This design comes from an exercise in tuning for small area on the open sky130 flow, not from production work. The RTL was checked by simulation tests, not by an equivalence proof against the original design. The clock port is modelled as an ideal driver; clocking choices that lean on that would not hold on a real chip.

## flow/design.v (module list and top-level ports; edited modules follow where they fit)
// module ksum: 935 lines
// module apb_convolver: 157 lines
module apb_convolver(
    input  logic                      HCLK,
    input  logic                      HRESETn,
    input  logic               [11:0] PADDR,
    input  logic               [31:0] PWDATA,
    input  logic                      PWRITE,
    input  logic                      PSEL,
    input  logic                      PENABLE,
    output logic               [31:0] PRDATA,
    output logic                      PREADY,
    output logic                      PSLVERR,
    output logic               [3:0]  irq_o,
    output logic                      mem_wen_n,
    output logic               [10:0] mem_addr,
    output logic               [31:0] mem_wdata,
    input  logic               [31:0] mem_rdata
    );
  // ...
==> flow/flow/run.sh <==
#!/bin/bash
# Own layout flow, built on the standard ORFS flow (standard.sh):
#  1. the standard synthesis, unchanged (standard.sh synth);
#  2. flow/polarity.py rewrites the synthesised netlist's inverters: full adders are
#     self-dual and many gates have a complementary cell, so it picks their polarities to
#     need fewer inverters (registers and the logic function are unchanged);
#  3. the standard floorplan and placement, with port buffers of sky130_fd_sc_hd__buf_1
#     (instead of clkdlybuf4s50_1);
#  5. the rest of the standard flow.
# Each tool's full output goes to a log file of its own in the work folder (flow_*.log);
# ORFS's per-step logs are under orfs/logs/.
set -euo pipefail
RES=orfs/results/${FLOW_PLATFORM}/apb_convolver/base
LIB=${FLOW_HOME}/platforms/${FLOW_PLATFORM}/lib/sky130_fd_sc_hd__tt_025C_1v80.lib
BP="BUFFER_PORTS_ARGS=-buffer_cell sky130_fd_sc_hd__buf_1"

# synthesis: the standard synthesis script, with only its ABC mapping script replaced
# by flow/abc.script (area-oriented mapping); registers are mapped before ABC runs, so they
# are the standard synthesis's registers.
sed "s#log_cmd abc {\*}\$abc_args#lset abc_args [expr {[lsearch \$abc_args -script] + 1}] $PWD/flow/abc.script\n  log_cmd abc {*}\$abc_args#" \
  ${FLOW_HOME}/scripts/synth.tcl > synth_own.tcl
sed "s#source \$::env(SCRIPTS_DIR)/synth.tcl#source $PWD/synth_own.tcl#" synth_recipe.tcl > synth_recipe_own.tcl
bash standard.sh "SYNTH_SCRIPT=$PWD/synth_recipe_own.tcl" synth > flow_synth.log 2>&1
cp ${RES}/1_2_yosys.v ${RES}/1_2_yosys.standard.v
python3 flow/polarity.py ${RES}/1_2_yosys.standard.v ${RES}/1_2_yosys.pol.v ${LIB} > flow_polarity.log 2>&1
cp ${RES}/1_2_yosys.pol.v ${RES}/1_2_yosys.v
rm -f ${RES}/1_synth.odb ${RES}/1_synth.sdc

bash standard.sh "$BP" place > flow_place.log 2>&1

BASE="-sink_clustering_enable -repair_clock_nets -dont_use_dummy_load"
TRIALS=(
  "-buf_list sky130_fd_sc_hd__clkbuf_4 -sink_clustering_size 8 -sink_clustering_max_diameter 80"
  "-buf_list sky130_fd_sc_hd__clkbuf_4 -sink_clustering_size 10 -sink_clustering_max_diameter 60"
  "-buf_list sky130_fd_sc_hd__clkbuf_4 -sink_clustering_size 8 -sink_clustering_max_diameter 60"
  "-buf_list sky130_fd_sc_hd__clkbuf_8 -sink_clustering_size 14 -sink_clustering_max_diameter 60"
  "-buf_list sky130_fd_sc_hd__clkbuf_4 -sink_clustering_size 10 -sink_clustering_max_diameter 35"
  "-buf_list sky130_fd_sc_hd__clkbuf_8 -sink_clustering_size 10 -sink_clustering_max_diameter 60"
)
best_args="$BASE -buf_list sky130_fd_sc_hd__clkbuf_4"
best_area=1e9
: > flow_cts_trials.log
for i in "${!TRIALS[@]}"; do
  args="$BASE ${TRIALS[$i]}"
  line=$(CTS_TRY_ARGS="$args" CTS_TRY_ODB=${RES}/3_place.odb CTS_TRY_SDC=${RES}/3_place.sdc \
         openroad -no_init -exit flow/cts_trial.tcl 2>&1 | tee -a flow_cts_trials.log | grep CTS_TRIAL || true)
  echo "trial $i: $args -> $line" >> flow_cts_trials.log
  area=$(echo "$line" | awk '{print $3}'); slew=$(echo "$line" | awk '{print $5}')
  if [[ -n "$area" && -n "$slew" ]] && awk -v s="$slew" -v a="$area" -v b="$best_area" 'BEGIN{exit !(s < 0.108 && a < b)}'; then
    best_area=$area; best_args="$args"
  fi
done
echo "chosen: $best_args (clock cells $best_area um2)" >> flow_cts_trials.log

bash standard.sh "$BP" "CTS_ARGS=$best_args" finish > flow_layout.log 2>&1
==> flow/flow/abc.script <==
strash
ifraig
dch -f
amap -m
topo
==> flow/flow/cts_trial.tcl <==
# Trial clock tree on the placed design: prints the clock cells' area and the largest
# slew at a register clock pin. Reads CTS_TRY_ARGS, CTS_TRY_ODB, CTS_TRY_SDC from the environment.
set P $::env(FLOW_HOME)/platforms/$::env(FLOW_PLATFORM)
read_lef $P/lef/sky130_fd_sc_hd.tlef
read_lef $P/lef/sky130_fd_sc_hd_merged.lef
read_liberty $P/lib/sky130_fd_sc_hd__tt_025C_1v80.lib
read_db $::env(CTS_TRY_ODB)
read_sdc $::env(CTS_TRY_SDC)
source $P/setRC.tcl
clock_tree_synthesis {*}$::env(CTS_TRY_ARGS)
set_propagated_clock [all_clocks]
estimate_parasitics -placement
set a 0
foreach inst [get_cells *] {
  set m [get_property $inst ref_name]
  if {[string match "*clkbuf*" $m] || [string match "*clkinv*" $m]} {
    set a [expr {$a + [get_property [get_lib_cells */$m] area]}]
  }
}
set mx 0
foreach pin [get_pins -hierarchical */CLK] {
  set s [get_property $pin slew_max]
  if {$s > $mx} { set mx $s }
}
puts "CTS_TRIAL area $a slew $mx"
==> flow/flow/polarity.py <==
#!/usr/bin/env python3
"""Inverter-polarity optimisation of a flat sky130hd gate netlist written by Yosys.

Two kinds of cell may change the polarity of what they drive:
  - a full adder (fa) is self-dual, FA(~a,~b,~c) = (~sum, ~cout), so it may be
    "flipped": fed the complements of its inputs it drives the complements of
    its outputs;
  - a simple gate may be swapped for its complementary cell (nand2 <-> and2,
    xnor2 <-> xor2, a21oi <-> a21o, mux2i <-> mux2, ...), which has the same
    inputs and drives the complement of the output.
All of the netlist's inverters (except any that drive an output port) are
removed, a polarity is chosen for every such cell by simulated annealing to
minimise (inverter area + swapped-cell area change), and one inverter is put
back for every signal whose complement is still needed. The function of every
output and register input is unchanged; registers are untouched.

usage: polarity2.py IN.v OUT.v [LIBERTY]
"""
import re, sys, random, math
from collections import defaultdict

P = "sky130_fd_sc_hd__"
INV = P + "inv_1"
LIB = sys.argv[3] if len(sys.argv) > 3 else \
    "/OpenROAD-flow-scripts/flow/platforms/sky130hd/lib/sky130_fd_sc_hd__tt_025C_1v80.lib"
PAIRS = [("nand2_1", "Y", "and2_1", "X"), ("nand2_1", "Y", "and2_0", "X"),
         ("nor2_1", "Y", "or2_1", "X"), ("nor2_1", "Y", "or2_0", "X"),
         ("nand3_1", "Y", "and3_1", "X"), ("nor3_1", "Y", "or3_1", "X"),
         ("nand4_1", "Y", "and4_1", "X"), ("nor4_1", "Y", "or4_1", "X"),
         ("xnor2_1", "Y", "xor2_1", "X"),
         ("a21oi_1", "Y", "a21o_1", "X"), ("o21ai_0", "Y", "o21a_1", "X"),
         ("o21ai_1", "Y", "o21a_1", "X"),
         ("a22oi_1", "Y", "a22o_1", "X"), ("o22ai_1", "Y", "o22a_1", "X"),
         ("a211oi_1", "Y", "a211o_1", "X"), ("o211ai_1", "Y", "o211a_1", "X"),
         ("a31oi_1", "Y", "a31o_1", "X"), ("o31ai_1", "Y", "o31a_1", "X"),
         ("a2bb2oi_1", "Y", "a2bb2o_1", "X"), ("o2bb2ai_1", "Y", "o2bb2a_1", "X"),
         ("a21boi_0", "Y", "a21bo_1", "X"), ("o21bai_1", "Y", "o21ba_1", "X"),
         ("mux2i_1", "Y", "mux2_1", "X")]
SWAP = {}
for a, pa, b, pb in PAIRS:
    SWAP.setdefault(P + a, (P + b, pa, pb))
    SWAP.setdefault(P + b, (P + a, pb, pa))
AREA = {}
_n = None
for l in open(LIB):
    mm = re.match(r'\s*cell\s*\(\s*"?(\w+)"?\s*\)', l)
    if mm:
        _n = mm.group(1)
    mm = re.match(r'\s*area\s*:\s*([\d.]+)', l)
    if mm and _n:
        AREA[_n] = float(mm.group(1)); _n = None
INV_AREA = AREA[INV]

src = open(sys.argv[1]).read()
m = re.search(r"^module\s+(\w+)\s*\((.*?)\);", src, re.S | re.M)
head_end = m.end()
endm = src.rindex("endmodule")
body = src[head_end:endm]
inst_re = re.compile(r"^\s*(sky130_fd_sc_hd__\w+)\s+(\S+)\s*\((.*?)\);\s*$", re.S | re.M)
pin_re = re.compile(r"\.(\w+)\(\s*(.*?)\s*\)\s*(?:,|$)", re.S)
cells = []
for im in inst_re.finditer(body):
    cells.append([im.group(1), im.group(2), [(p, n.strip()) for p, n in pin_re.findall(im.group(3))]])
first_inst = inst_re.search(body).start()
decls = body[:first_inst]
assert inst_re.sub("", body[first_inst:]).strip() == ""
port_dir = {}
for d, rng, names in re.findall(r"^\s*(input|output|inout)\s+(\[[^\]]*\])?\s*([^;]+);", decls, re.M):
    for n in names.split(","):
        port_dir[n.strip()] = d
def port_kind(net):
    return port_dir.get(net.split("[")[0].strip())

OUTPINS = {"X", "Y", "Q", "Q_N", "SUM", "COUT", "HI", "LO", "GCLK"}
def is_const(n):
    return n == "" or n.startswith("1'b") or n.startswith("'")

inv_of = {}
n_inv = 0
for c in cells:
    if c[0].startswith(P + "inv_") or c[0].startswith(P + "clkinv_"):
        n_inv += 1
        pins = dict(c[2])
        if port_kind(pins["Y"]) != "output":
            inv_of[pins["Y"]] = pins["A"]
def root(net):
    par = 0
    while net in inv_of:
        net = inv_of[net]; par ^= 1
    return net, par
def removed(c):
    return (c[0].startswith(P + "inv_") or c[0].startswith(P + "clkinv_")) and dict(c[2])["Y"] in inv_of

# nodes: fa cells (flip inputs and outputs) and swappable gates (flip output)
is_fa = {}
node_out = {}      # cell idx -> list of output nets
drv_node = {}      # net -> cell idx whose polarity sets it
swap_gain = {}     # cell idx -> area change when flipped
for i, c in enumerate(cells):
    typ = c[0]
    if typ.startswith(P + "fa_"):
        outs = [n for p, n in c[2] if p in ("SUM", "COUT")]
        if any(port_kind(n) == "output" for n in outs):
            continue
        is_fa[i] = True
        node_out[i] = outs
        swap_gain[i] = 0.0
    elif typ in SWAP:
        outs = [n for p, n in c[2] if p in OUTPINS]
        if len(outs) != 1 or port_kind(outs[0]) == "output":
            continue
        is_fa[i] = False
        node_out[i] = outs
        swap_gain[i] = AREA[SWAP[typ][0]] - AREA[typ]
    else:
        continue
    for n in node_out[i]:
        drv_node[n] = i
nodes = list(node_out)

uses = defaultdict(list)    # root -> [(cell idx, parity)]
in_roots = defaultdict(set)
for i, c in enumerate(cells):
    if removed(c):
        continue
    for p, n in c[2]:
        if p in OUTPINS or is_const(n):
            continue
        r, par = root(n)
        uses[r].append((i, par))
        if is_fa.get(i):
            in_roots[i].add(r)
flip = defaultdict(int)
def need(r):
    ph = flip[drv_node[r]] if r in drv_node else 0
    for i, par in uses[r]:
        if par ^ (flip[i] if is_fa.get(i) else 0) ^ ph:
            return 1
    return 0
touch = {i: set(node_out[i]) | in_roots[i] for i in nodes}
def local(i):
    return sum(need(r) for r in touch[i]) * INV_AREA + (swap_gain[i] if flip[i] else 0.0)
cost = sum(need(r) for r in uses) * INV_AREA
start = cost
random.seed(1)
best = cost; best_flip = dict(flip)
T = 2.0
steps = 200 * len(nodes)
for s in range(steps):
    T = 2.0 * (1 - s / steps) + 0.01
    i = random.choice(nodes)
    c0 = local(i)
    flip[i] ^= 1
    d = local(i) - c0
    if d <= 0 or random.random() < math.exp(-d / T):
        cost += d
        if cost < best - 1e-9:
            best = cost; best_flip = dict(flip)
    else:
        flip[i] ^= 1
flip = defaultdict(int, best_flip)
improved = True
while improved:
    improved = False
    for i in nodes:
        c0 = local(i); flip[i] ^= 1
        if local(i) < c0 - 1e-9:
            improved = True
        else:
            flip[i] ^= 1
ninv = sum(need(r) for r in uses)
dswap = sum(swap_gain[i] for i in nodes if flip[i])
sys.stderr.write(f"polarity: {n_inv} inverters in, {ninv} out; {sum(1 for i in nodes if flip[i] and is_fa[i])} fa flipped, "
                 f"{sum(1 for i in nodes if flip[i] and not is_fa[i])} gates swapped (area {dswap:+.1f}); "
                 f"net area change {(ninv - n_inv) * INV_AREA + dswap:+.1f} um2\n")

newdecl, inv_net = [], {}
def comp_net(r):
    if r not in inv_net:
        nn = f"_pol{len(inv_net) + 1}_"
        inv_net[r] = nn
        newdecl.append(f"  wire {nn};\n")
    return inv_net[r]
out_cells = []
for i, c in enumerate(cells):
    if removed(c):
        continue
    typ, name, pl = c
    if flip[i] and not is_fa.get(i, True):
        newtyp, oldpin, newpin = SWAP[typ]
        typ = newtyp
        pl = [(newpin if p == oldpin else p, n) for p, n in pl]
    npl = []
    for p, n in pl:
        if p in OUTPINS or is_const(n):
            npl.append((p, n)); continue
        r, par = root(n)
        ph = flip[drv_node[r]] if r in drv_node else 0
        q = par ^ (flip[i] if is_fa.get(i) else 0) ^ ph
        npl.append((p, comp_net(r) if q else r))
    out_cells.append((typ, name, npl))
for k, (r, nn) in enumerate(inv_net.items()):
    ph = flip[drv_node[r]] if r in drv_node else 0
    out_cells.append((INV, f"_polinv{k + 1}_", [("A", r), ("Y", nn)]))
def esc(n):
    return n + " " if n.startswith("\\") else n
def fmt(c):
    typ, name, pl = c
    return f"  {typ} {esc(name)} (\n" + ",\n".join(f"    .{p}({esc(n)})" for p, n in pl) + "\n  );\n"
open(sys.argv[2], "w").write(src[:head_end] + decls + "".join(newdecl) + "".join(fmt(c) for c in out_cells) + src[endm:])
==> flow/standard.sh <==
#!/bin/bash
# synth_recipe.tcl (not shown) runs the flow's synth.tcl, then flattens the netlist and writes it again
# the make line also repeats each setting of config.mk as NAME=value (left out here)
make -C /OpenROAD-flow-scripts/flow DESIGN_CONFIG=/design/flow/config.mk WORK_HOME=/design/flow/orfs CLKGATE_MAP_FILE= SYNTH_SCRIPT=/design/flow/synth_recipe.tcl "${@:-finish}"
==> flow/config.mk <==
export PLATFORM = sky130hd
export DESIGN_NAME = apb_convolver
export DESIGN_NICKNAME = apb_convolver
export VERILOG_FILES = /design/flow/design.v
export SDC_FILE = /design/flow/constraint.sdc
export NUM_CORES = 4
export LEC_CHECK = 0
export ABC_AREA = 1
export CAP_MARGIN = 20
export CORE_MARGIN = 2
export CORE_UTILIZATION = 60
export SLEW_MARGIN = 20
==> flow/constraint.sdc <==
create_clock -name core_clock -period 10.0 [get_ports {HCLK}]
set_input_delay 2.0000 -clock core_clock [delete_from_list [all_inputs] [get_ports {HCLK}]]
set_output_delay 2.0000 -clock core_clock [all_outputs]
set_load 0.01 [all_outputs]
==> impl_metrics.py, run 1 <==
metrics = {
    "clock_tree": {
        "cts_setup_buffers": 0,
        "clk_pin_slew_ps": 100,
    },
    "final_layout": {
        "area_share_nonclk_buffers_pct": 5.42,
        "nFillCells": 2220,
        "utilization_pct": 67.4,
        "clk_share_pct": 1.52,
        "syn2layout_area_growth_pct": 10.7,
        "fin_nets": 1975,
        "drive_above_1_share_pct": 7.00,
        "fin_area_um2": 19300,
    },
    "detailed_routing": {
        "top_layer": "met4",
        "met1_length_mm": 18.9,
        "wl_per_cell_um": 24.9,
    },
    "worst_hold_path": {
        "whs_path_depth": 0,
    },
    "global_routing": {
        "busiest_layer": "met2",
        "antenna_found_initial": 2,
        "grt_pass1_vias": 13100,
        "grt_pass1_wl_mm": 76.3,
    },
    "die": {
        "num_tap_cells": 384,
        "boundaryPins": 163,
    },
    "setup_path": {
        "critical_path.startpoint": "q_1$_DFF_PN0_",
        "max_stage_delay_ps": 700,
        "cp-endpoint": "acc_up[12]$_DFF_PN0_",
        "start_kind": "register",
        "crit_slowest_cell": "a21boi_2",
        "worstPathRequired_ps": 10540,
    },
    "timing": {
        "period_needed_ps": 9430,
        "tns_ps": 0,
        "timing_hold_violations_final": 0,
        "setup_viol": 0,
        "fin_hold_ws_ps": 372,
    },
    "placed_design": {
        "placed_cell_area_um2": 19000,
        "dpl_worst_slack_ps": -136,
    },
    "outcome": {
        "status": "no timing/DRC/antenna violations",
    },
}
==> module apb_convolver, before the edit <==
module apb_convolver(
    input  logic                      HCLK,
    input  logic                      HRESETn,
    input  logic               [11:0] PADDR,
    input  logic               [31:0] PWDATA,
    input  logic                      PWRITE,
    input  logic                      PSEL,
    input  logic                      PENABLE,
    output logic               [31:0] PRDATA,
    output logic                      PREADY,
    output logic                      PSLVERR,
    output logic               [3:0]  irq_o,
    output logic                      mem_wen_n,
    output logic               [10:0] mem_addr,
    output logic               [31:0] mem_wdata,
    input  logic               [31:0] mem_rdata
    );
    logic [2:0] rel_addr;
    assign rel_addr = PADDR[4:2];
    assign PREADY  = 1'b1;
    assign PSLVERR = 1'b0;
    assign irq_o   = 4'b0;
    logic wensel, shift, setup_in, display, clc, addr_increment;
    assign wensel         = PWRITE & PENABLE & PSEL;
    assign shift          = wensel & (rel_addr == 3'd3);
    assign setup_in       = PSEL & ~PENABLE & PWRITE & (rel_addr == 3'd3);
    assign display        = wensel & (rel_addr == 3'd4) &  PWDATA[0];
    assign clc            = wensel & (rel_addr == 3'd4) & ~PWDATA[0];
    assign addr_increment = ~PWRITE & PENABLE & PSEL & rel_addr[2];
    logic [31:0] qw1, qw2, qw3, q_inp, h1, h2, q_out;
    logic        q_0, q_1, q_2, q_3, q_4, pa;
    always_ff @(posedge HCLK, negedge HRESETn)
        if (~HRESETn) begin
            q_out <= '0;
            q_0 <= 1'b0; q_1 <= 1'b0; q_2 <= 1'b0; q_3 <= 1'b0; q_4 <= 1'b0; pa <= 1'b0;
        end else begin
            if (q_4) q_out <= mem_rdata;
            q_0 <= shift;
            q_1 <= q_0;
            q_2 <= q_1 && (counter >= 5'd3) && (counter <= 5'd28);
            q_3 <= rel_addr[2];
            q_4 <= q_3;
            pa  <= setup_in;
        end
    always_comb begin
        case (rel_addr)
            3'd0: PRDATA = qw1;
            3'd1: PRDATA = qw2;
            3'd2: PRDATA = qw3;
            3'd3: PRDATA = q_inp;
            3'd5: PRDATA = q_out;
            default: PRDATA = 32'b0;
        endcase
    end
    logic [31:0] wdata;
    assign wdata = PWDATA & {32{HRESETn}};
    always_ff @(posedge HCLK) begin
        if (~HRESETn || (wensel && rel_addr == 3'd0)) qw1 <= wdata;
        if (~HRESETn || (wensel && rel_addr == 3'd1)) qw2 <= wdata;
        if (~HRESETn || (wensel && rel_addr == 3'd2)) qw3 <= wdata;
        if (~HRESETn || shift)                        q_inp <= wdata;
    end
    always_ff @(posedge HCLK)
        if (shift) begin
            h1 <= q_inp;
            h2 <= h1;
        end
    localparam logic [1:0] RESET = 2'd0, CALC = 2'd1, DISPLAY = 2'd2;
    logic [1:0]  state, next_state;
    logic [10:0] address, next_address;
    logic [4:0]  counter, next_counter;
    logic        WRITEn;
    always_ff @(posedge HCLK, negedge HRESETn)
        if (~HRESETn) begin
            state   <= RESET;
            address <= '0;
            counter <= '0;
        end else begin
            state   <= next_state;
            address <= next_address;
            counter <= next_counter;
        end
    always_comb begin
        WRITEn       = 1'b1;
        next_address = address;
        next_counter = counter;
        next_state   = state;
        case (state)
            RESET: begin
                WRITEn = 1'b0;
                next_address = address + 1'b1;
                if (address == 11'd338) begin
                    next_state   = CALC;
                    next_address = '0;
                end
            end
            CALC: begin
                WRITEn = ~q_2;
                if (q_2)
                    next_address = address + 1'b1;
                else if (shift)
                    next_counter = (counter == 5'd28) ? 5'd1 : counter + 1'b1;
                else if (display) begin
                    next_address = '0;
                    next_state   = DISPLAY;
                    next_counter = '0;
                end
            end
            DISPLAY: begin
                if (addr_increment)
                    next_address = address + 1'b1;
                else if (clc) begin
                    next_address = '0;
                    next_state   = CALC;
                end
            end
            default: ;
        endcase
    end
    assign mem_wen_n = WRITEn;
    assign mem_addr  = address;
    logic ph0;
    assign ph0 = ~(pa | q_0 | q_1);
    logic [1:0] dC [4], dB [4], dA [4];    
    always_comb
        for (int k = 0; k < 4; k++) begin
            dC[k] = ({2{ph0}} & PWDATA[8*k+0 +: 2]) | ({2{pa}} & PWDATA[8*k+2 +: 2])
                  | ({2{q_0}} & q_inp[8*k+4 +: 2])  | ({2{q_1}} & q_inp[8*k+6 +: 2]);
            dB[k] = ({2{ph0}} & q_inp[8*k+0 +: 2])  | ({2{pa}} & q_inp[8*k+2 +: 2])
                  | ({2{q_0}} & h1[8*k+4 +: 2])     | ({2{q_1}} & h1[8*k+6 +: 2]);
            dA[k] = ({2{ph0}} & h1[8*k+0 +: 2])     | ({2{pa}} & h1[8*k+2 +: 2])
                  | ({2{q_0}} & h2[8*k+4 +: 2])     | ({2{q_1}} & h2[8*k+6 +: 2]);
        end
    logic [13:0] acc_up, acc_lo, nx_up, nx_lo;
    logic [1:0]  sv_up, sv_lo;
    logic [11:0] fb_up, fb_lo;
    assign fb_up = ph0 ? 12'd0 : acc_up[13:2];
    assign fb_lo = ph0 ? 12'd0 : acc_lo[13:2];
    ksum k_up (.a(fb_up), .s(nx_up),
        .w0(qw1[7:0]), .d0(dC[3]), .w1(qw1[15:8]), .d1(dB[3]), .w2(qw1[23:16]), .d2(dA[3]),
        .w3(qw2[7:0]), .d3(dC[2]), .w4(qw2[15:8]), .d4(dB[2]), .w5(qw2[23:16]), .d5(dA[2]),
        .w6(qw3[7:0]), .d6(dC[1]), .w7(qw3[15:8]), .d7(dB[1]), .w8(qw3[23:16]), .d8(dA[1]));
    ksum k_lo (.a(fb_lo), .s(nx_lo),
        .w0(qw1[7:0]), .d0(dC[2]), .w1(qw1[15:8]), .d1(dB[2]), .w2(qw1[23:16]), .d2(dA[2]),
        .w3(qw2[7:0]), .d3(dC[1]), .w4(qw2[15:8]), .d4(dB[1]), .w5(qw2[23:16]), .d5(dA[1]),
        .w6(qw3[7:0]), .d6(dC[0]), .w7(qw3[15:8]), .d7(dB[0]), .w8(qw3[23:16]), .d8(dA[0]));
    always_ff @(posedge HCLK, negedge HRESETn)
        if (~HRESETn) begin
            acc_up <= '0; acc_lo <= '0; sv_up <= '0; sv_lo <= '0;
        end else begin
            acc_up <= nx_up;
            acc_lo <= nx_lo;
            sv_up  <= acc_up[1:0];
            sv_lo  <= acc_lo[1:0];
        end
    assign mem_wdata = {acc_up, sv_up, acc_lo, sv_lo};
endmodule
==> run 2, diff against run 1 <==
--- a/flow/design.v
+++ b/flow/design.v
@@ -989,10 +989,14 @@
     end
     logic [31:0] wdata;
     assign wdata = PWDATA & {32{HRESETn}};
+    logic [31:0] qw1n, qw2n, qw3n;
+    assign qw1 = ~qw1n;
+    assign qw2 = ~qw2n;
+    assign qw3 = ~qw3n;
     always_ff @(posedge HCLK) begin
-        if (~HRESETn || (wensel && rel_addr == 3'd0)) qw1 <= wdata;
-        if (~HRESETn || (wensel && rel_addr == 3'd1)) qw2 <= wdata;
-        if (~HRESETn || (wensel && rel_addr == 3'd2)) qw3 <= wdata;
+        if (~HRESETn || (wensel && rel_addr == 3'd0)) qw1n <= ~wdata;
+        if (~HRESETn || (wensel && rel_addr == 3'd1)) qw2n <= ~wdata;
+        if (~HRESETn || (wensel && rel_addr == 3'd2)) qw3n <= ~wdata;
         if (~HRESETn || shift)                        q_inp <= wdata;
     end
     always_ff @(posedge HCLK)
--- a/flow/flow/run.sh
+++ b/flow/flow/run.sh
@@ -1,6 +1,8 @@
 #!/bin/bash
 # Own layout flow, built on the standard ORFS flow (standard.sh):
-#  1. the standard synthesis, unchanged (standard.sh synth);
+#  1. the standard synthesis (standard.sh synth, synth_recipe.tcl), with only the ABC
+#     mapping script replaced by flow/abc.script (area-oriented mapping); the registers are
+#     mapped before ABC runs, so they are the standard synthesis's registers;
 #  2. flow/polarity.py rewrites the synthesised netlist's inverters: full adders are
 #     self-dual and many gates have a complementary cell, so it picks their polarities to
 #     need fewer inverters (registers and the logic function are unchanged);
==> flow/flow/abc.script (replaced) <==
strash
ifraig
dch -f
amap -m -F 4 -A 8
topo
==> impl_metrics.py, run 2 <==
metrics = {
    "detailed_routing": {
        "dr.pass1.iters": 8,
        "drcViolationCount": 0,
        "viasPerCell": 6.30,
        "wl_per_cell_um": 25.5,
        "drt_iter0_markers": 1522,
        "vias": 12000,
        "antenna_left": 0,
        "drt_wl_total_mm": 48.4,
    },
    "setup_path": {
        "worstSetupEndpointType": "register",
        "max_stage_delay_ps": 590,
        "path_cells": "buf_4 -> a222oi_1 -> a21boi_1 -> nor2_1 -> fa_1 -> fa_1 -> fa_1 -> fa_1 -> fa_1 -> fa_1 -> fa_1 -> fa_1 -> fa_1 -> fa_1 -> fa_1 -> fa_1 -> fa_1 -> fa_1 -> fa_1 -> fa_1 -> ha_1",
        "r2r_start": "q_1$_DFF_PN0_",
        "critPathMostFrequentCell": "fa_1",
        "start_kind": "register",
        "path_max_fanout": 11,
        "critical_path.startpoint": "q_1$_DFF_PN0_",
        "critical_path_arrival_ps": 10150,
        "worstPathRequired_ps": 10480,
        "setup.worst_path.class": "register to register",
        "crit_slowest_cell": "a21boi_1",
    },
    "final_layout": {
        "fin_nets": 1922,
        "fin_area_um2": 19000,
        "utilization_pct": 68.0,
        "final_common_cell": "nor2_1",
        "drive_above_1_share_pct": 7.37,
        "layout_common_cells": "310 x nor2_1, 284 x fa_1, 176 x edfxtp_1, 146 x buf_1, 88 x dfrtp_1",
        "syn2layout_area_growth_pct": 10.8,
    },
    "clock_tree": {
        "clock_sinks": 264,
        "cts_resized": 0,
        "cts_buffers": 39,
        "cts_hold_buf": 0,
        "cts_setup_buffers": 0,
        "clk_latency_ps": 680,
        "cts_tree": "yes",
        "clk_pin_slew_ps": 90,
    },
    "global_routing": {
        "antenna_found_initial": 1,
        "groute.usage.overall_pct": 33.7,
        "grt_overflow": 0,
        "grt_pass1_wl_mm": 74.5,
        "grt_max_degree": 53,
        "grt_pass1_vias": 12700,
    },
    "timing": {
        "rsz0062_at_grt": "false",
        "worst_slew_pin_slew_ps": 886,
        "final.setup_skew_ps": 94.1,
        "drv_slew": 0,
        "fmaxAchievable_ghz": 0.103,
        "post-route-period-util_pct": 96.7,
        "setup_viol": 0,
        "timing_hold_violations_final": 0,
        "maxSlewHeadroom_pct": 40.9,
        "period_needed_ps": 9670,
    },
    "synthesis": {
        "synthCells": 1272,
        "ys_warn_count": 7,
        "synth_area_um2": 17100,
        "avgSynthCellArea_um2": 13.5,
    },
    "placed_design": {
        "gp_congestion": 0.940,
        "portBuffers": 147,
        "placed_cell_area_um2": 18700,
        "post-dp-hpwl_mm": 35.9,
    },
    "outcome": {
        "status": "no timing/DRC/antenna violations",
    },
    "job": {
        "drv_cap": 0,
    },
    "die": {
        "core.rowCount": 61,
        "boundaryPins": 163,
        "die_w_um": 173,
        "start_util_pct": 61.4,
        "dieArea_um2": 29900,
        "core-area_um2": 27900,
        "die_h_um": 173,
    },
    "worst_hold_path": {
        "worstHoldStart": "q_3$_DFF_PN0_",
        "hold_class": "register to register",
    },
}
run 2: cell types whose count changed in the layout (fill, tap and decap cells not counted), sizes merged, moves of 14 or more:
cell    before  now
a221oi      15   32
nor2b       39    9
a222oi      39   25
nand2       13   33
o21ai       22   44
o22ai       16   36
inv        133   70
o221ai      24    3
run 2: critical path: cells and delay by family (launching register included):
| family | cells | cell delay [ps] |
|---|---|---|
| AND/OR/NAND/NOR | 1 | 140 |
| adder cells (fa/ha/maj) | 17 | 7590 |
| buffers and inverters | 1 | 280 |
| flip-flops | 1 | 580 |
| AO/OA/AOI/OAI | 2 | 920 |
run 2: path summary, 6_finish.rpt:
| kind | end | depth (start not counted) | slack, ps |
|---|---|---|---|
| setup / recovery | acc_up[12]$_DFF_PN0_ | 21 | 330 |
| hold / removal | q_4$_DFF_PN0_ | 0 | 360 |
| setup reg to reg | acc_up[12]$_DFF_PN0_ | 21 | 330 |
| hold reg to reg | q_4$_DFF_PN0_ | 0 | 360 |
| max in group asynchronous | pa$_DFF_PN0_ | 2 | 7610 |
| min in group asynchronous | sv_lo[1]$_DFF_PN0_ | 1 | 1250 |
run 2: layout make-up:
| type | count | area, µm² |
|---|---|---|
| multi-input combinational | 936 | 9430 |
| fill | 2173 | 8930 |
| sequential | 264 | 7490 |
| timing repair buffer | 210 | 1050 |
| tap | 378 | 473 |
| clock buffer | 39 | 293 |
| inverter | 70 | 263 |
| antenna | 1 | 2.50 |
run 2: through the flow:
step	cells	hold WS, ps	TNS (ps)	setup slack (ps)
2_1_floorplan	1276	331	0	18.9
3_3_place_gp	1858	332	-151	-98.3
3_5_place_dp	1858	342	-485	-228
4_1_cts	1897	364	0	375
5_1_grt	1898	388	0	173
6_report	1898	363	0	330
run 2: per-layer routing:
| layer | vias up | track usage [%] | wire [µm] |
|---|---|---|---|
| li1 | 4970 | - | - |
| met1 | 6090 | 46.7 | 18500 |
| met2 | 753 | 53.4 | 22900 |
| met3 | 142 | 6.38 | 4700 |
| met4 | 0 | 13.9 | 2280 |
| met5 | - | 0 | 0 |
==> run 3, diff against run 2 <==
--- a/flow/design.v
+++ b/flow/design.v
@@ -963,12 +963,21 @@
     assign clc            = wensel & (rel_addr == 3'd4) & ~PWDATA[0];
     assign addr_increment = ~PWRITE & PENABLE & PSEL & rel_addr[2];
     logic [31:0] qw1, qw2, qw3, q_inp, h1, h2, q_out;
+    logic [31:0] qw1n, qw2n, qw3n;
+    assign qw1 = ~qw1n;
+    assign qw2 = ~qw2n;
+    assign qw3 = ~qw3n;
     logic        q_0, q_1, q_2, q_3, q_4, pa;
     always_ff @(posedge HCLK, negedge HRESETn)
         if (~HRESETn) begin
-            q_out <= '0;
+            qw1n <= '1; qw2n <= '1; qw3n <= '1;
+            q_inp <= '0; q_out <= '0;
             q_0 <= 1'b0; q_1 <= 1'b0; q_2 <= 1'b0; q_3 <= 1'b0; q_4 <= 1'b0; pa <= 1'b0;
         end else begin
+            if (wensel && rel_addr == 3'd0) qw1n <= ~PWDATA;
+            if (wensel && rel_addr == 3'd1) qw2n <= ~PWDATA;
+            if (wensel && rel_addr == 3'd2) qw3n <= ~PWDATA;
+            if (shift) q_inp <= PWDATA;
             if (q_4) q_out <= mem_rdata;
             q_0 <= shift;
             q_1 <= q_0;
@@ -987,18 +996,6 @@
             default: PRDATA = 32'b0;
         endcase
     end
-    logic [31:0] wdata;
-    assign wdata = PWDATA & {32{HRESETn}};
-    logic [31:0] qw1n, qw2n, qw3n;
-    assign qw1 = ~qw1n;
-    assign qw2 = ~qw2n;
-    assign qw3 = ~qw3n;
-    always_ff @(posedge HCLK) begin
-        if (~HRESETn || (wensel && rel_addr == 3'd0)) qw1n <= ~wdata;
-        if (~HRESETn || (wensel && rel_addr == 3'd1)) qw2n <= ~wdata;
-        if (~HRESETn || (wensel && rel_addr == 3'd2)) qw3n <= ~wdata;
-        if (~HRESETn || shift)                        q_inp <= wdata;
-    end
     always_ff @(posedge HCLK)
         if (shift) begin
             h1 <= q_inp;
--- a/flow/config.mk
+++ b/flow/config.mk
@@ -8,5 +8,5 @@
 export ABC_AREA = 1
 export CAP_MARGIN = 20
 export CORE_MARGIN = 2
-export CORE_UTILIZATION = 60
+export CORE_UTILIZATION = 40
 export SLEW_MARGIN = 20
==> impl_metrics.py, run 3 <==
metrics = {
    "die": {
        "core-area_um2": 43200,
        "die_w_um": 213,
        "die_h_um": 213,
        "dieArea_um2": 45400,
        "core.rowCount": 76,
        "start_util_pct": 40.5,
        "boundaryPins": 163,
    },
    "setup_path": {
        "crit_slowest_cell": "fa_1",
        "setup.worst_path.class": "register to register",
        "worstSetupEndpointType": "register",
        "worstPathRequired_ps": 10650,
        "start_kind": "register",
        "critical_path_arrival_ps": 10160,
        "max_stage_delay_ps": 660,
        "path_max_fanout": 11,
        "path_cells": "buf_4 -> a222oi_1 -> a21boi_1 -> nor2_1 -> fa_1 -> fa_1 -> fa_1 -> fa_1 -> fa_1 -> fa_1 -> fa_1 -> fa_1 -> fa_1 -> fa_1 -> fa_1 -> fa_1 -> fa_1 -> fa_1 -> fa_1 -> fa_1 -> ha_1",
        "critPathMostFrequentCell": "fa_1",
    },
    "clock_tree": {
        "clock_sinks": 264,
        "cts_tree": "yes",
        "cts_resized": 0,
        "cts_setup_buffers": 0,
        "clk_pin_slew_ps": 90,
        "cts_hold_buf": 0,
        "cts_buffers": 43,
        "clk_latency_ps": 780,
    },
    "detailed_routing": {
        "vias": 13100,
        "wl_per_cell_um": 23.6,
        "drt_wl_total_mm": 54.2,
        "dr.pass1.iters": 9,
        "drcViolationCount": 0,
        "antenna_left": 0,
        "viasPerCell": 5.71,
        "drt_iter0_markers": 1301,
    },
    "placed_design": {
        "dp_cells": 2245,
        "post-dp-hpwl_mm": 40.6,
        "portBuffers": 147,
        "gp_congestion": 0.897,
    },
    "synthesis": {
        "synth_area_um2": 17500,
        "ys_warn_count": 7,
        "avgSynthCellArea_um2": 12.2,
        "synthCells": 1438,
    },
    "final_layout": {
        "syn2layout_area_growth_pct": 12.8,
        "final_cells": 2291,
        "drive_above_1_share_pct": 13.2,
        "fin_nets": 2106,
        "layout_common_cells": "409 x nor2_1, 284 x fa_1, 146 x buf_1, 120 x dfrtp_1, 107 x a21oi_1",
        "final_common_cell": "nor2_1",
        "nFillCells": 4073,
    },
    "outcome": {
        "status": "no timing/DRC/antenna violations",
    },
    "timing": {
        "worst_slew_pin_slew_ps": 932,
        "rsz0062_at_grt": "false",
        "post-route-period-util_pct": 95.0,
        "final.setup_skew_ps": 63.9,
        "setup_viol": 0,
        "drv_slew": 0,
        "timing_hold_violations_final": 0,
        "maxSlewHeadroom_pct": 37.8,
        "fmaxAchievable_ghz": 0.105,
        "fin_hold_ws_ps": 356,
        "period_needed_ps": 9500,
    },
    "global_routing": {
        "grt_overflow": 0,
        "antenna_found_initial": 3,
        "grt_pass1_vias": 13700,
        "grt_pass1_wl_mm": 82.6,
        "groute.usage.overall_pct": 24.8,
        "grt_max_degree": 74,
    },
    "job": {
        "drv_cap": 0,
    },
    "worst_hold_path": {
        "hold_class": "register to register",
    },
}
[run 3: critical path, delay by kind of cell, from the launching register on]
family | cells | cell delay (ps)
fa+ha+maj | 17 | 7490
compound gates | 2 | 990
flops | 1 | 530
buf+inv | 1 | 230
simple gates | 1 | 140
[run 3: final cells by class]
type	count	area [µm²]	share of cell area [%]
multi-input combinational	1136	10400	52.8
clock buffer	43	323	1.64
sequential	264	6970	35.3
antenna	3	7.51	0.0380
timing repair buffer	224	1160	5.87
inverter	36	135	0.685
tap	585	732	3.71
[run 3: metrics by stage]
| step | instance area [µm²] | setup slack, ps | utilization [%] | setup TNS (ps) |
|---|---|---|---|---|
| after floorplan | 17500 | 19.2 | - | 0 |
| final | 19700 | 496 | 45.7 | 0 |
| after global placement | 19400 | -50.3 | 45.0 | -80.1 |
| after detailed placement | 19400 | -133 | 45.0 | -242 |
| after global routing | 19700 | 211 | 45.7 | 0 |
| after CTS | 19700 | 466 | 45.7 | 0 |
[run 3: per-layer routing]
metal / share of wire [%] / global-route usage, % / wire length (µm) / vias to the layer above
li1: - / - / - / 5561
met1: 40 / 33.6 / 21700 / 6803
met2: 48 / 39.5 / 25900 / 604
met3: 8.3 / 5.28 / 4480 / 116
met4: 3.8 / 9.22 / 2070 / 2
met5: 0.030 / 0 / 16 / -
[run 3: path summary, 6_finish.rpt]
check                         startpoint                     to  slack (ps)  cells past startpoint
setup / recovery           q_0$_DFF_PN0_   acc_lo[12]$_DFF_PN0_         500                     21
setup reg to reg           q_0$_DFF_PN0_   acc_lo[12]$_DFF_PN0_         500                     21
hold reg to reg            q_3$_DFF_PN0_          q_4$_DFF_PN0_         360                      0
hold / removal             q_3$_DFF_PN0_          q_4$_DFF_PN0_         360                      0
max in group asynchronous        HRESETn   state[1]$_DFFE_PN0P_        7490                      2
min in group asynchronous        HRESETn  q_out[18]$_DFFE_PN0P_        1190                      1
==> run 4, diff against run 3 <==
--- a/flow/config.mk
+++ b/flow/config.mk
@@ -8,5 +8,5 @@
 export ABC_AREA = 1
 export CAP_MARGIN = 20
 export CORE_MARGIN = 2
-export CORE_UTILIZATION = 40
+export CORE_UTILIZATION = 60
 export SLEW_MARGIN = 20
==> impl_metrics.py, run 4 <==
metrics = {
    "outcome": {
        "status": "no timing/DRC/antenna violations",
    },
    "die": {
        "die_w_um": 175,
        "die_h_um": 175,
        "dieArea_um2": 30500,
        "boundaryPins": 163,
        "core-area_um2": 28700,
        "start_util_pct": 61.0,
        "core.rowCount": 62,
    },
    "clock_tree": {
        "cts_setup_buffers": 0,
        "cts_tree": "yes",
        "cts_hold_buf": 0,
        "clk_pin_slew_ps": 100,
        "clock_sinks": 264,
        "cts_resized": 0,
        "clk_latency_ps": 680,
        "cts_buffers": 40,
    },
    "timing": {
        "maxSlewHeadroom_pct": 25.9,
        "setup_viol": 0,
        "final.setup_skew_ps": 52.4,
        "timing_hold_violations_final": 0,
        "drv_slew": 0,
        "rsz0062_at_grt": "false",
        "period_needed_ps": 9600,
        "post-route-period-util_pct": 96.0,
        "fmaxAchievable_ghz": 0.104,
        "worst_slew_pin_slew_ps": 1110,
    },
    "setup_path": {
        "worstSetupEndpointType": "register",
        "critical_path_arrival_ps": 10140,
        "r2r_cells": 20,
        "r2r_setup_slack_ps": 400,
        "r2r_start": "pa$_DFF_PN0_",
        "max_stage_delay_ps": 700,
        "worstPathRequired_ps": 10540,
        "critPathMostFrequentCell": "fa_1",
        "path_max_fanout": 19,
        "r2r-end": "acc_up[12]$_DFF_PN0_",
        "crit_slowest_cell": "dfrtp_1",
        "start_kind": "register",
        "path_cells": "a222oi_1 -> a21boi_1 -> nor2_1 -> fa_1 -> fa_1 -> fa_1 -> fa_1 -> fa_1 -> fa_1 -> fa_1 -> fa_1 -> fa_1 -> fa_1 -> fa_1 -> fa_1 -> fa_1 -> fa_1 -> fa_1 -> fa_1 -> ha_1",
        "setup.worst_path.class": "register to register",
        "crit_family": "adder cells",
        "cp_num_buf_inv": 0,
    },
    "worst_hold_path": {
        "hold_class": "register to register",
        "min_to": "q_4$_DFF_PN0_",
        "whs_path_depth": 0,
        "worstHoldStart": "q_3$_DFF_PN0_",
    },
    "global_routing": {
        "groute.usage.overall_pct": 34.0,
        "grt_pass1_wl_mm": 77.4,
        "antenna_found_initial": 3,
        "grt_overflow": 0,
        "grt_max_degree": 91,
        "grt_pass1_vias": 13300,
    },
    "detailed_routing": {
        "antenna_left": 0,
        "drcViolationCount": 0,
        "dr.pass1.iters": 10,
        "drt_wl_total_mm": 49.8,
        "drt_iter0_markers": 1329,
        "vias": 13000,
        "viasPerCell": 6.24,
        "wl_per_cell_um": 23.9,
    },
    "synthesis": {
        "ys_warn_count": 7,
        "avgSynthCellArea_um2": 12.2,
        "synthCells": 1438,
        "synth_area_um2": 17500,
    },
    "job": {
        "drv_cap": 0,
    },
    "placed_design": {
        "post-dp-hpwl_mm": 36.8,
        "gp_congestion": 0.900,
        "portBuffers": 147,
    },
    "final_layout": {
        "drive_above_1_share_pct": 12.9,
        "fin_nets": 2100,
        "syn2layout_area_growth_pct": 11.2,
        "utilization_pct": 67.8,
        "nFillCells": 2282,
        "final_common_cell": "nor2_1",
        "layout_common_cells": "409 x nor2_1, 284 x fa_1, 146 x buf_1, 120 x dfrtp_1, 107 x a21oi_1",
    },
}
==> run 4: cell count changes in the layout (fill, tap and decap cells not counted), sizes merged <==
cell    change
buf         -3
clkbuf      -3
diode       +1
==> run 4: how the worst max path moves through the flow <==
stage	startpoint	endpoint	slack, ps	cells past startpoint
6_report	pa$_DFF_PN0_	acc_up[12]$_DFF_PN0_	400	20
4_1_cts	q_0$_DFF_PN0_	acc_lo[12]$_DFF_PN0_	440	20
5_1_grt	q_0$_DFF_PN0_	acc_up[12]$_DFF_PN0_	180	20
2_1_floorplan	q_1$_DFF_PN0_	acc_lo[12]$_DFF_PN0_	20	20
3_5_place_dp	PWDATA[11]	acc_up[12]$_DFF_PN0_	-120	20
3_3_place_gp	PWDATA[11]	acc_up[12]$_DFF_PN0_	-30	20
==> run 4: cell type report <==
class / count / area (µm²) / share of cell area [%]
multi-input cells: 1136 / 10400 / 53.5
repair buffers: 221 / 1140 / 5.88
inverters: 36 / 135 / 0.695
well taps: 384 / 480 / 2.47
clock buffers: 40 / 300 / 1.54
diodes: 4 / 10.0 / 0.0515
flip-flops and latches: 264 / 6970 / 35.8
==> run 4: layer usage <==
layer / routed length (µm) / track usage (%) / up-vias
met5: 0 / 0 / -
li1: - / - / 5562
met4: 2530 / 15.1 / 0
met2: 23300 / 52.4 / 673
met3: 4230 / 5.09 / 124
met1: 19800 / 48.9 / 6659
==> run 4: worst register-to-register path: cells and delay by family, from the launching register on <==
kind / cells / cell delay (ps)
adders and majority gates: 17 / 7400
AOI/OAI and AO/OA: 2 / 1180
DFF: 1 / 700
and+or+nand+nor: 1 / 150
==> run 4: per-stage QoR <==
step | area [µm²] | std cells | worst slack [ps] | hold WS (ps) | setup TNS (ps)
after floorplan | 17500 | 1442 | 19.2 | 331 | 0
after global placement | 19100 | 2040 | -33.7 | 332 | -56.8
after detailed placement | 19100 | 2041 | -124 | 336 | -275
after CTS | 19400 | 2081 | 441 | 358 | 0
after global routing | 19400 | 2082 | 183 | 363 | 0
final | 19400 | 2085 | 400 | 357 | 0
==> run 5, diff against run 4 <==
--- a/flow/design.v
+++ b/flow/design.v
@@ -962,22 +962,18 @@
     assign display        = wensel & (rel_addr == 3'd4) &  PWDATA[0];
     assign clc            = wensel & (rel_addr == 3'd4) & ~PWDATA[0];
     assign addr_increment = ~PWRITE & PENABLE & PSEL & rel_addr[2];
+    localparam logic [1:0] RESET = 2'd0, CALC = 2'd1, DISPLAY = 2'd2;
+    logic [1:0]  state, next_state;
+    logic [10:0] address, next_address;
+    logic [4:0]  counter, next_counter;
+    logic        WRITEn;
     logic [31:0] qw1, qw2, qw3, q_inp, h1, h2, q_out;
-    logic [31:0] qw1n, qw2n, qw3n;
-    assign qw1 = ~qw1n;
-    assign qw2 = ~qw2n;
-    assign qw3 = ~qw3n;
     logic        q_0, q_1, q_2, q_3, q_4, pa;
     always_ff @(posedge HCLK, negedge HRESETn)
         if (~HRESETn) begin
-            qw1n <= '1; qw2n <= '1; qw3n <= '1;
-            q_inp <= '0; q_out <= '0;
+            q_out <= '0;
             q_0 <= 1'b0; q_1 <= 1'b0; q_2 <= 1'b0; q_3 <= 1'b0; q_4 <= 1'b0; pa <= 1'b0;
         end else begin
-            if (wensel && rel_addr == 3'd0) qw1n <= ~PWDATA;
-            if (wensel && rel_addr == 3'd1) qw2n <= ~PWDATA;
-            if (wensel && rel_addr == 3'd2) qw3n <= ~PWDATA;
-            if (shift) q_inp <= PWDATA;
             if (q_4) q_out <= mem_rdata;
             q_0 <= shift;
             q_1 <= q_0;
@@ -996,16 +992,27 @@
             default: PRDATA = 32'b0;
         endcase
     end
+    logic stale;
+    always_ff @(posedge HCLK, negedge HRESETn)
+        if (~HRESETn) stale <= 1'b1;
+        else          stale <= 1'b0;
+    logic [31:0] wdata;
+    assign wdata = PWDATA & {32{~stale}};
+    logic [31:0] qw1n, qw2n, qw3n;
+    assign qw1 = ~qw1n;
+    assign qw2 = ~qw2n;
+    assign qw3 = ~qw3n;
+    always_ff @(posedge HCLK) begin
+        if (stale || (wensel && rel_addr == 3'd0)) qw1n <= ~wdata;
+        if (stale || (wensel && rel_addr == 3'd1)) qw2n <= ~wdata;
+        if (stale || (wensel && rel_addr == 3'd2)) qw3n <= ~wdata;
+        if (stale || shift)                        q_inp <= wdata;
+    end
     always_ff @(posedge HCLK)
         if (shift) begin
             h1 <= q_inp;
             h2 <= h1;
         end
-    localparam logic [1:0] RESET = 2'd0, CALC = 2'd1, DISPLAY = 2'd2;
-    logic [1:0]  state, next_state;
-    logic [10:0] address, next_address;
-    logic [4:0]  counter, next_counter;
-    logic        WRITEn;
     always_ff @(posedge HCLK, negedge HRESETn)
         if (~HRESETn) begin
             state   <= RESET;
@@ -1056,7 +1063,7 @@
     assign mem_wen_n = WRITEn;
     assign mem_addr  = address;
     logic ph0;
-    assign ph0 = ~(pa | q_0 | q_1);
+    assign ph0 = ~(pa | q_0 | q_1 | stale);
     logic [1:0] dC [4], dB [4], dA [4];    
     always_comb
         for (int k = 0; k < 4; k++) begin
==> flow/flow/abc.script (replaced) <==
strash
&get -n
&dch -f
&nf -R 1000
&put
topo
==> impl_metrics.py, run 5 <==
metrics = {
    "synthesis": {
        "synth_area_um2": 17300,
        "ys_warn_count": 7,
        "avgSynthCellArea_um2": 13.8,
        "synthCells": 1248,
    },
    "die": {
        "die_h_um": 174,
        "core-area_um2": 28500,
        "die_w_um": 174,
        "core.rowCount": 62,
        "start_util_pct": 60.4,
        "dieArea_um2": 30100,
        "boundaryPins": 163,
    },
    "clock_tree": {
        "cts_setup_buffers": 0,
        "clk_pin_slew_ps": 80,
        "clk_latency_ps": 690,
        "cts_tree": "yes",
        "cts_resized": 0,
        "cts_buffers": 40,
        "cts_hold_buf": 0,
        "clock_sinks": 265,
    },
    "timing": {
        "tns_ps": 0,
        "final.setup_skew_ps": 62.2,
        "rsz0062_at_grt": "false",
        "post-route-period-util_pct": 95.3,
        "timing_hold_violations_final": 0,
        "maxSlewHeadroom_pct": 27.7,
        "period_needed_ps": 9530,
        "drv_slew": 0,
        "worst_slew_pin_slew_ps": 1080,
        "setup_viol": 0,
        "fmaxAchievable_ghz": 0.105,
    },
    "worst_hold_path": {
        "min_to": "sv_up[0]$_DFF_PN0_",
        "whs_path_depth": 0,
        "hold_class": "register to register",
        "worstHoldStart": "acc_up[0]$_DFF_PN0_",
    },
    "global_routing": {
        "groute.usage.overall_pct": 33.0,
        "grt_overflow": 0,
        "grt_pass1_wl_mm": 73.1,
        "antenna_found_initial": 3,
        "grt_max_degree": 52,
        "grt_pass1_vias": 12300,
    },
    "detailed_routing": {
        "drcViolationCount": 0,
        "drt_iter0_markers": 1329,
        "drt_wl_total_mm": 47.5,
        "dr.pass1.iters": 6,
        "vias": 11600,
        "viasPerCell": 6.18,
        "wl_per_cell_um": 25.2,
        "antenna_left": 0,
    },
    "placed_design": {
        "placed_cell_area_um2": 18800,
        "gp_congestion": 0.906,
        "portBuffers": 147,
        "post-dp-hpwl_mm": 35.5,
        "dp_cells": 1841,
    },
    "setup_path": {
        "critPathMostFrequentCell": "fa_1",
        "crit_family": "adder cells",
        "r2r_setup_slack_ps": 470,
        "r2r-end": "acc_up[12]$_DFF_PN0_",
        "max_stage_delay_ps": 610,
        "setup.worst_path.class": "register to register",
        "path_cells": "buf_4 -> a222oi_1 -> a21boi_0 -> buf_4 -> nor2_1 -> fa_1 -> fa_1 -> fa_1 -> fa_1 -> fa_1 -> fa_1 -> fa_1 -> fa_1 -> fa_1 -> fa_1 -> fa_1 -> fa_1 -> fa_1 -> fa_1 -> fa_1 -> fa_1 -> ha_1",
        "cp_num_buf_inv": 2,
        "path_max_fanout": 14,
        "worstPathRequired_ps": 10560,
        "start_kind": "register",
        "crit_slowest_cell": "dfrtp_1",
        "r2r_start": "pa$_DFF_PN0_",
        "r2r_cells": 22,
        "critical_path_arrival_ps": 10090,
        "worstSetupEndpointType": "register",
    },
    "final_layout": {
        "final_cells": 1884,
        "utilization_pct": 67.0,
        "layout_common_cells": "299 x nor2_1, 284 x fa_1, 176 x edfxtp_1, 146 x buf_1, 88 x dfrtp_1",
        "seq_area_um2": 7510,
        "final_common_cell": "nor2_1",
        "drive_above_1_share_pct": 7.68,
        "multi_input_area_um2": 9630,
        "nFillCells": 2244,
        "fin_nets": 1900,
        "fin_area_um2": 19100,
        "syn2layout_area_growth_pct": 10.9,
    },
    "job": {
        "drv_cap": 0,
    },
    "outcome": {
        "status": "no timing/DRC/antenna violations",
    },
}
run 5: worst max-delay path by stage:
stage	cells past startpoint	slack, ps	startpoint	end
2_1_floorplan	19	50	PWDATA[18]	acc_lo[12]$_DFF_PN0_
3_3_place_gp	21	-130	PWDATA[26]	acc_up[12]$_DFF_PN0_
3_5_place_dp	22	-230	PWDATA[19]	acc_up[12]$_DFF_PN0_
4_1_cts	22	460	pa$_DFF_PN0_	acc_up[12]$_DFF_PN0_
5_1_grt	21	200	pa$_DFF_PN0_	acc_up[12]$_DFF_PN0_
6_report	22	470	pa$_DFF_PN0_	acc_up[12]$_DFF_PN0_
run 5: stage by stage:
| stage | setup slack [ps] | hold WS [ps] |
|---|---|---|
| after detailed placement | -228 | 349 |
| after global placement | -134 | 336 |
| final | 470 | 378 |
| after global routing | 198 | 387 |
| after floorplan | 49.2 | 331 |
| after CTS | 456 | 380 |
run 5: per-layer routing:
metal  wire, µm  track usage (%)  up-vias  share of wire, %
li1           -                -     4890                 -
met1      18100             45.1     6003                38
met2      23300             54.2      621                49
met3       3720             4.54      133               7.8
met4       2360             14.1        2               5.0
met5         16                0        -             0.034
run 5: worst register-to-register path, cell delays in order (launching register included):
cell	delay, ps
dfrtp_1	610
buf_4	280
a222oi_1	310
a21boi_0	570
buf_4	300
nor2_1	80
fa_1	530
fa_1	440
fa_1	550
fa_1	450
fa_1	500
fa_1	460
fa_1	400
fa_1	390
fa_1	460
fa_1	410
fa_1	410
fa_1	410
fa_1	420
fa_1	400
fa_1	410
fa_1	380
ha_1	270
run 5: final cells by class:
class	instances	area share, %
inverter	39	0.772
tap	384	2.51
multi-input combinational	943	50.3
antenna	3	0.0392
timing repair buffer	210	5.51
clock buffer	40	1.57
sequential	265	39.3
==> run 6, diff against run 5 <==
==> flow/flow/abc.script (replaced) <==
strash
ifraig
dch -f
amap -m -F 4 -A 8
topo
--- a/flow/config.mk
+++ b/flow/config.mk
@@ -8,5 +8,5 @@
 export ABC_AREA = 1
 export CAP_MARGIN = 20
 export CORE_MARGIN = 2
-export CORE_UTILIZATION = 60
+export CORE_UTILIZATION = 75
 export SLEW_MARGIN = 20
==> impl_metrics.py, run 6 <==
metrics = {
    "global_routing": {
        "grt_pass1_wl_mm": 73.2,
        "antenna_found_initial": 1,
        "grt_overflow": 0,
        "grt_pass1_vias": 13300,
        "groute.usage.overall_pct": 41.7,
        "grt_max_degree": 52,
    },
    "detailed_routing": {
        "wl_per_cell_um": 26.4,
        "wl_met3_mm": 6.20,
        "drcViolationCount": 0,
        "vias": 12500,
        "dr_wl_met2_mm": 22.7,
        "viasPerCell": 6.91,
        "antenna_left": 0,
        "drt_wl_total_mm": 47.8,
        "top_layer": "met4",
        "met1_length_mm": 15.5,
        "drt_iter0_markers": 1491,
        "dr.pass1.iters": 12,
    },
    "die": {
        "start_util_pct": 76.1,
        "dieArea_um2": 24100,
        "die_w_um": 155,
        "core-area_um2": 22600,
        "core.rowCount": 55,
        "boundaryPins": 163,
        "die_h_um": 155,
    },
    "setup_path": {
        "critical_path_arrival_ps": 10220,
        "cp_num_buf_inv": 2,
        "setup.worst_path.class": "primary input to register",
        "crit_slowest_cell": "fa_1",
        "crit_family": "adder cells",
        "max_stage_delay_ps": 580,
        "path_cells": "buf_1 -> a222oi_1 -> o21a_1 -> buf_4 -> nor2_1 -> ha_1 -> fa_1 -> fa_1 -> fa_1 -> fa_1 -> fa_1 -> fa_1 -> fa_1 -> fa_1 -> fa_1 -> fa_1 -> fa_1 -> fa_1 -> fa_1 -> fa_1 -> ha_1",
        "critPathMostFrequentCell": "fa_1",
        "worstPathRequired_ps": 10490,
        "worstSetupEndpointType": "register",
        "start_kind": "primary input",
        "path_max_fanout": 12,
    },
    "timing": {
        "timing_hold_violations_final": 0,
        "fmaxAchievable_ghz": 0.103,
        "worst_slew_pin_slew_ps": 862,
        "rsz0062_at_grt": "false",
        "period_needed_ps": 9730,
        "tns_ps": 0,
        "final.setup_skew_ps": 44.6,
        "setup_viol": 0,
        "fin_ws_ps": 272,
        "drv_slew": 0,
        "maxSlewHeadroom_pct": 41.9,
        "post-route-period-util_pct": 97.3,
    },
    "placed_design": {
        "placed_cell_area_um2": 18600,
        "gp_congestion": 0.939,
        "portBuffers": 147,
        "dpl_worst_slack_ps": -260,
        "dp_cells": 1770,
        "post-dp-hpwl_mm": 35.6,
    },
    "clock_tree": {
        "cts_buffers": 39,
        "clock_sinks": 265,
        "cts_hold_buf": 0,
        "cts_setup_buffers": 0,
        "clk_latency_ps": 650,
        "clk_pin_slew_ps": 90,
        "cts_resized": 0,
        "cts_tree": "yes",
    },
    "synthesis": {
        "ys_warn_count": 7,
        "synth_area_um2": 17200,
        "avgSynthCellArea_um2": 13.5,
        "synthCells": 1274,
    },
    "final_layout": {
        "fin_area_um2": 19000,
        "layout_common_cells": "311 x nor2_1, 284 x fa_1, 176 x edfxtp_1, 146 x buf_1, 88 x dfrtp_1",
        "syn2layout_area_growth_pct": 10.4,
        "fin_nets": 1928,
        "nFillCells": 1229,
        "multi_input_area_um2": 9440,
        "seq_area_um2": 7510,
        "final_common_cell": "nor2_1",
        "drive_above_1_share_pct": 7.74,
        "final_cells": 1812,
    },
    "worst_hold_path": {
        "hold_class": "register to register",
    },
    "job": {
        "drv_cap": 0,
    },
    "outcome": {
        "status": "no timing/DRC/antenna violations",
    },
}
run 6: metal layers:
metal	up-vias	track usage, %
met4	0	26.3
li1	4969	-
met2	1127	64.9
met5	-	0
met1	6179	54.9
met3	241	9.11
run 6: layout make-up:
type                            instances  area share [%]
Multi-Input combinational cell        938            49.8
Sequential cell                       265            39.6
Timing Repair Buffer                  213            5.77
Clock buffer                           39            1.54
Tap cell                              285            1.88
Antenna cell                            2          0.0264
Inverter                               70            1.39
run 6: per-stage QoR:
step	hold WS (ps)	utilization, %
2_1_floorplan	331	-
3_3_place_gp	333	82.6
3_5_place_dp	345	82.6
4_1_cts	366	83.9
5_1_grt	379	84.0
6_report	365	84.0
run 6: worst register-to-register path, stage by stage (launching register included):
cell and delay [ps]:
dfrtp_1 570, buf_4 320, a222oi_1 430, a21boi_0 490
nor2_1 140, fa_1 520, fa_1 650, fa_1 490
fa_1 510, fa_1 590, fa_1 450, fa_1 450
fa_1 420, fa_1 420, fa_1 420, fa_1 400
fa_1 410, fa_1 410, fa_1 400, fa_1 390
fa_1 370, ha_1 270
run 6: final timing paths:
path                                from              endpoint  slack [ps]  cells past startpoint
setup / recovery              PWDATA[11]  acc_lo[12]$_DFF_PN0_         270                     21
hold / removal             q_3$_DFF_PN0_         q_4$_DFF_PN0_         360                      0
setup reg to reg           q_0$_DFF_PN0_  acc_lo[12]$_DFF_PN0_         330                     21
hold reg to reg            q_3$_DFF_PN0_         q_4$_DFF_PN0_         360                      0
max in group asynchronous        HRESETn  state[0]$_DFFE_PN0P_        7510                      2
min in group asynchronous        HRESETn   acc_lo[2]$_DFF_PN0_        1380                      1
==> run 7, diff against run 6 <==
--- a/flow/config.mk
+++ b/flow/config.mk
@@ -8,5 +8,5 @@
 export ABC_AREA = 1
 export CAP_MARGIN = 20
 export CORE_MARGIN = 2
-export CORE_UTILIZATION = 75
+export CORE_UTILIZATION = 50
 export SLEW_MARGIN = 20
==> impl_metrics.py, run 7 <==
metrics = {
    "final_layout": {
        "fin_nets": 1925,
        "layout_common_cells": "311 x nor2_1, 284 x fa_1, 176 x edfxtp_1, 146 x buf_1, 88 x dfrtp_1",
        "syn2layout_area_growth_pct": 11.3,
        "final_common_cell": "nor2_1",
        "drive_above_1_share_pct": 7.29,
    },
    "global_routing": {
        "grt_pass1_wl_mm": 73.8,
        "busiest_layer": "met2",
        "groute.usage.overall_pct": 28.1,
        "grt_pass1_vias": 12400,
        "use_met1_pct": 38.9,
        "use_met3_pct": 4.41,
        "grt_overflow": 0,
        "grt_max_degree": 59,
        "antenna_found_initial": 1,
        "met2_usage_pct": 45.0,
    },
    "detailed_routing": {
        "drt_wl_total_mm": 48.6,
        "dr.pass1.iters": 10,
        "wl_per_cell_um": 24.6,
        "antenna_left": 0,
        "vias": 11800,
        "drt_iter0_markers": 1163,
        "viasPerCell": 5.99,
        "drcViolationCount": 0,
    },
    "placed_design": {
        "portBuffers": 147,
        "gp_congestion": 0.919,
        "post-dp-hpwl_mm": 36.7,
    },
    "setup_path": {
        "critical_path.startpoint": "pa$_DFF_PN0_",
        "cp-endpoint": "acc_up[12]$_DFF_PN0_",
        "r2r-end": "acc_up[12]$_DFF_PN0_",
        "start_kind": "register",
        "setup.worst_path.class": "register to register",
        "critPathMostFrequentCell": "fa_1",
        "r2r_cells": 22,
        "critical_path_arrival_ps": 10250,
        "r2r_start": "pa$_DFF_PN0_",
        "path_cells": "nor4_4 -> buf_4 -> a21boi_0 -> buf_4 -> nor2_1 -> fa_1 -> fa_1 -> fa_1 -> fa_1 -> fa_1 -> fa_1 -> fa_1 -> fa_1 -> fa_1 -> fa_1 -> fa_1 -> fa_1 -> fa_1 -> fa_1 -> fa_1 -> fa_1 -> ha_1",
        "path_max_fanout": 22,
        "max_stage_delay_ps": 970,
        "worstSetupEndpointType": "register",
        "worstPathRequired_ps": 10550,
        "crit_slowest_cell": "dfrtp_1",
        "r2r_setup_slack_ps": 290,
    },
    "timing": {
        "worst_slew_pin_slew_ps": 1060,
        "timing_hold_violations_final": 0,
        "final.setup_skew_ps": 59.9,
        "fmaxAchievable_ghz": 0.103,
        "period_needed_ps": 9710,
        "tns_ps": 0,
        "setup_viol": 0,
        "post-route-period-util_pct": 97.1,
        "fin_hold_ws_ps": 363,
        "drv_slew": 0,
        "maxSlewHeadroom_pct": 29.5,
        "rsz0062_at_grt": "false",
    },
    "die": {
        "start_util_pct": 51.0,
        "die_w_um": 189,
        "dieArea_um2": 35900,
        "die_h_um": 189,
        "core.rowCount": 67,
        "core-area_um2": 33700,
        "boundaryPins": 163,
    },
    "outcome": {
        "status": "no timing/DRC/antenna violations",
    },
    "synthesis": {
        "avgSynthCellArea_um2": 13.5,
        "ys_warn_count": 7,
        "synth_area_um2": 17200,
        "synthCells": 1274,
    },
    "clock_tree": {
        "clk_latency_ps": 660,
        "cts_tree": "yes",
        "cts_resized": 0,
        "clock_sinks": 265,
        "clk_pin_slew_ps": 90,
        "cts_setup_buffers": 0,
        "cts_hold_buf": 0,
        "cts_buffers": 39,
    },
    "worst_hold_path": {
        "worstHoldStart": "q_3$_DFF_PN0_",
        "hold_class": "register to register",
    },
    "job": {
        "drv_cap": 0,
    },
}
[run 7: cell count changes in the layout (fill, tap and decap cells not counted), sizes merged]
cell,change
buf,-2
inv,+1
clkinv,-1
diode,-1
clkbuf,-1
[run 7: critical path, delay by kind of cell (launching register included)]
family                   cells  cell delay [ps]
adder cells (fa/ha/maj)     17             7280
AO/OA/AOI/OAI                1              580
buffers and inverters        2              570
AND/OR/NAND/NOR              2              200
flip-flops                   1              970
[run 7: cell type report]
class                           count  area, µm²
Fill cell                        2900      14600
Multi-Input combinational cell    938       9440
Sequential cell                   265       7510
Timing Repair Buffer              210       1050
Tap cell                          448        561
Clock buffer                       39        293
Inverter                           70        263
Antenna cell                        1       2.50
[run 7: metrics by stage]
stage	setup slack, ps	utilization (%)	cells	cell area [µm²]
6_report	295	56.8	1971	19100
5_1_grt	44.0	56.8	1971	19100
4_1_cts	291	56.7	1970	19100
3_5_place_dp	-232	55.9	1931	18800
3_3_place_gp	-146	55.9	1931	18800
2_1_floorplan	207	-	1279	17200
[run 7: worst min-delay path by stage]
stage,end,slack (ps),depth (start not counted)
floorplan,q_4$_DFF_PN0_,330,0
global placement,q_4$_DFF_PN0_,330,0
detailed placement,q_4$_DFF_PN0_,340,0
CTS,q_4$_DFF_PN0_,370,0
global route,q_4$_DFF_PN0_,370,0
finish,q_4$_DFF_PN0_,360,0
[run 7: per-layer routing]
metal  routed length, µm  part of all wire, %  up-vias
met3                4320                  8.9      101
met1               18900                   39     6112
met4                2110                  4.3        0
met5                   0                    0        -
met2               23300                   48      622
li1                    -                    -     4980

==> static timing again, ports no longer ideal <==
The results above use ideal ports. As a check the final layouts listed here were re-extracted and re-timed, cells and wires unchanged.
Step 1 (the two cells are an assumption about what drives the block):
set clk [get_ports {HCLK}]
set_driving_cell -lib_cell sky130_fd_sc_hd__clkbuf_16 $clk
set_driving_cell -lib_cell sky130_fd_sc_hd__buf_2 [delete_from_list [all_inputs] $clk]
Step 2, shift: input delay + t, output delay - t, t = (earliest + latest rising clock arrival at the registers) / 2. This alone moves slack from input paths to output paths.
a / b / c = ideal / step 1 / step 2; a / b = the first two.
| run | shift t [ns] | setup WS [ns] | hold slack, ns | worst slew at a driven data input, ns | cell pins on the clock port's net |
|---|---|---|---|---|---|
| run 1 | 0.701 | 0.568 / 0.568 / -0.058 | 0.372 / 0.372 / 0.372 | 0.07 | 1 |
| run 2 | 0.677 | 0.330 / 0.330 / -0.262 | 0.363 / 0.363 / 0.363 | 0.07 | 1 |
| run 3 | 0.793 | 0.496 / 0.496 / -0.101 | 0.356 / 0.356 / 0.356 | 0.08 | 1 |
| run 4 | 0.702 | 0.400 / 0.400 / -0.137 | 0.357 / 0.357 / 0.357 | 0.08 | 1 |
| run 5 | 0.707 | 0.470 / 0.470 / -0.184 | 0.378 / 0.378 / 0.378 | 0.07 | 1 |
| run 6 | 0.672 | 0.272 / 0.277 / -0.396 | 0.365 / 0.365 / 0.365 | 0.07 | 1 |
| run 7 | 0.696 | 0.295 / 0.295 / -0.182 | 0.363 / 0.363 / 0.363 | 0.05 | 1 |
With both steps, setup timing fails in every run listed, where it was met with ideal ports. For run 6, which loses most, drivers alone change the setup slack by +0.005 ns; drivers and shift together by -0.668 ns.
